Source: an optimization exercise on an open RTL-to-GDS flow (aim: small area, a short achievable clock period and few clock cycles). Production flows keep margins and buffers that such runs may drop. In this exercise RTL edits were held to simulation tests only and were not proved equivalent to the original. Power figures rest on the tool's default switching activity, not on a simulated workload.

P:
## nlp16af
module nlp16af(
    input   logic           i_clk,
    input   logic           i_rst_n,
    output  logic           o_wr,
    output  logic           o_rd,
    input   logic   [15:0]  i_bus,
    output  logic   [15:0]  o_bus,
    output  logic   [15:0]  o_address
);
For scale: roughly 1500 cells after synthesis, roughly 290 flip-flops, roughly 16000 um2 of cells after synthesis.
==> flow/config.mk <==
export PLATFORM = sky130hd
export DESIGN_NAME = nlp16af
export DESIGN_NICKNAME = nlp16af
export VERILOG_FILES = /design/flow/design.v
export SDC_FILE = /design/flow/constraint.sdc
export NUM_CORES = 8
export LEC_CHECK = 0
export CAP_MARGIN = 60
export CORE_MARGIN = 2
export CORE_UTILIZATION = 40
export SLEW_MARGIN = 60
export SYNTH_HIERARCHICAL = 1
==> flow/constraint.sdc <==
create_clock -name core_clock -period 12.0 [get_ports {i_clk}]
set_input_delay 2.4000 -clock core_clock [delete_from_list [all_inputs] [get_ports {i_clk}]]
set_output_delay 2.4000 -clock core_clock [all_outputs]
set_load 0.01 [all_outputs]
standard.sh (not shown) runs the stock make flow with config.mk's settings and CLKGATE_MAP_FILE= SYNTH_SCRIPT=/design/flow/synth_recipe.tcl, a recipe that flattens the netlist after the stock synthesis.
==> flow/flow/run.sh <==
#!/bin/bash
# Layout flow: the standard flow, with a faster buffer on each port.
set -o pipefail
export BUFFER_PORTS_ARGS="-buffer_cell sky130_fd_sc_hd__buf_4"
bash standard.sh > standard.log 2>&1
Testbench counts of P, summed over its fixed seeds: cycles 83,608.
> inputs changed (P -> T)
--- a/flow/design.v
+++ b/flow/design.v
@@ -161,15 +161,14 @@
     output  logic   [15:0]  o_address
 );
     logic           rst;
     assign rst = ~i_rst_n;
     logic   [3:0]   state, nstate;
     logic           xq, nxq;             
     logic           nxt, nnxt;           
-    logic           mv;                  
     logic           ejd;                 
     logic           cmx, ncmx;           
     logic   [3:0]   nfa, nfb;            
     logic   [14:0]  sel_a, sel_b;        
     logic   [14:0]  nsel_a, nsel_b;
     logic           rd_q, nrd;           
     logic           wr_q, nwr;           
@@ -353,39 +352,34 @@
             default:                nasel = A_0;
         endcase
     end
     always_ff @(posedge i_clk) begin
         if (rst) begin
             state <= ST_F1;
             xq    <= 1'b0;
-            nxt   <= 1'b0;
-            mv    <= 1'b0;
-            ejd   <= 1'b0;
-            cmx   <= 1'b0;
-            sel_a <= 15'h0;
-            sel_b <= 15'h0;
             rd_q  <= 1'b1;
             wr_q  <= 1'b0;
             wrc_q <= 1'b0;
             asel  <= A_IP;
         end else begin
             state <= nstate;
             xq    <= nxq;
-            nxt   <= nnxt;
-            mv    <= s_r0;
-            ejd   <= ej;
-            cmx   <= ncmx;
-            sel_a <= nsel_a;
-            sel_b <= nsel_b;
             rd_q  <= nrd;
             wr_q  <= nwr;
             wrc_q <= nwrc;
             asel  <= nasel;
         end
     end
+    always_ff @(posedge i_clk) begin
+        nxt   <= nnxt;
+        ejd   <= ej;
+        cmx   <= ncmx;
+        sel_a <= nsel_a;
+        sel_b <= nsel_b;
+    end
     logic   [15:0]  a, b;
     regsel rsa (.i_f(nfa), .i_mem_ok(s_r0), .o_sel(nsel_a));
     regsel rsb (.i_f(nfb), .i_mem_ok(s_r0), .o_sel(nsel_b));
     logic   [15:0]  pa0, pa1, pa2, pa3, a_bus;
     rport_p rpa (.i_sel(sel_a), .i_ir1(ir1), .i_ir2(ir2), .i_iv(iv), .i_ir3(ir3), .i_flag({fc, fs, 1'b0, fz}),
                 .i_a(r_a), .i_b(r_b), .i_c(r_c), .i_d(r_d), .i_e(r_e), .i_f(r_f),
                 .i_mem(mdr), .i_adr(adr), .i_ip(ip), .i_sp(sp), .o_n0(pa0), .o_n1(pa1), .o_n2(pa2), .o_n3(pa3));
@@ -418,17 +412,16 @@
                 6'h34: begin nright = 1; nsar = 1; end                                               
                 6'h32: begin nright = 1; nror = 1; end                                               
                 default: nt = ncmx ? 4'b1010 : 4'b1100;                                              
             endcase
         end
     end
     always_ff @(posedge i_clk) begin
-        if (rst) {t, bpos, bneg, cin, arith, subdec, lgc, left, right, rol, sar, ror} <= '0;
-        else     {t, bpos, bneg, cin, arith, subdec, lgc, left, right, rol, sar, ror} <=
-                 {nt, nbpos, nbneg, ncin, narith, nsubdec, nlgc, nleft, nright, nrol, nsar, nror};
+        {t, bpos, bneg, cin, arith, subdec, lgc, left, right, rol, sar, ror} <=
+            {nt, nbpos, nbneg, ncin, narith, nsubdec, nlgc, nleft, nright, nrol, nsar, nror};
     end
     logic   [15:0]  res;
     logic           c_o, s_o, z_o;
     ALU alu (
         .i_a(a), .i_b(b), .i_t(t), .i_bpos(bpos), .i_bneg(bneg), .i_cin(cin), .i_arith(arith),
         .i_subdec(subdec), .i_logic(lgc), .i_left(left), .i_right(right), .i_rol(rol),
         .i_msb(sar), .i_ror(ror), .i_zero(rst),
- T ran to completion and came out clean on the timing, DRC and antenna checks.
- T gives more total power consumption of the routed design than P did.
- On met1 usage in global routing: between P and T, it ends up higher for P.
- On pin count of the biggest net entering global routing: between P and T, it ends up higher for P.
- T reports a lower power consumed by the clock network than P does.
- As far as sequential cell count is concerned, P and T perform about the same.
- Between P and T, the flow reports cell area decreasing slightly.
- Going from P to T, the synthesized cell count was found to have gone down by about 3%.
- The headroom to the max-slew limit of T exceeds that of P by 0.19 points.
- [T vs P] met2 track utilization from global routing: lower in T
- Via count shrinks slightly when moving from P to T.
Testbench counts of T, summed over its fixed seeds: cycles 83,608.

## port drivers added, routing unchanged
No port has a modelled driver above. Below, the same layouts with a new extraction and two added sets of constraints.
Step 1 assumes that a clkbuf_16 drives the clock port and a buf_2 every other input.
Step 2, shift: input delay + t, output delay - t, t = (earliest + latest rising clock arrival at the registers) / 2. This alone moves slack from input paths to output paths.
Three values: ideal, step 1, step 2; two values: the first two.
run | t (ns) | slack for setup (ns) | hold slack, ns
P | 0.593 | 7.222 / 7.166 / 7.515 | 0.744 / 0.744 / 0.744
T | 0.615 | 7.074 / 7.023 / 7.311 | 0.745 / 0.745 / 0.745
After both steps every run listed still meets setup and hold.
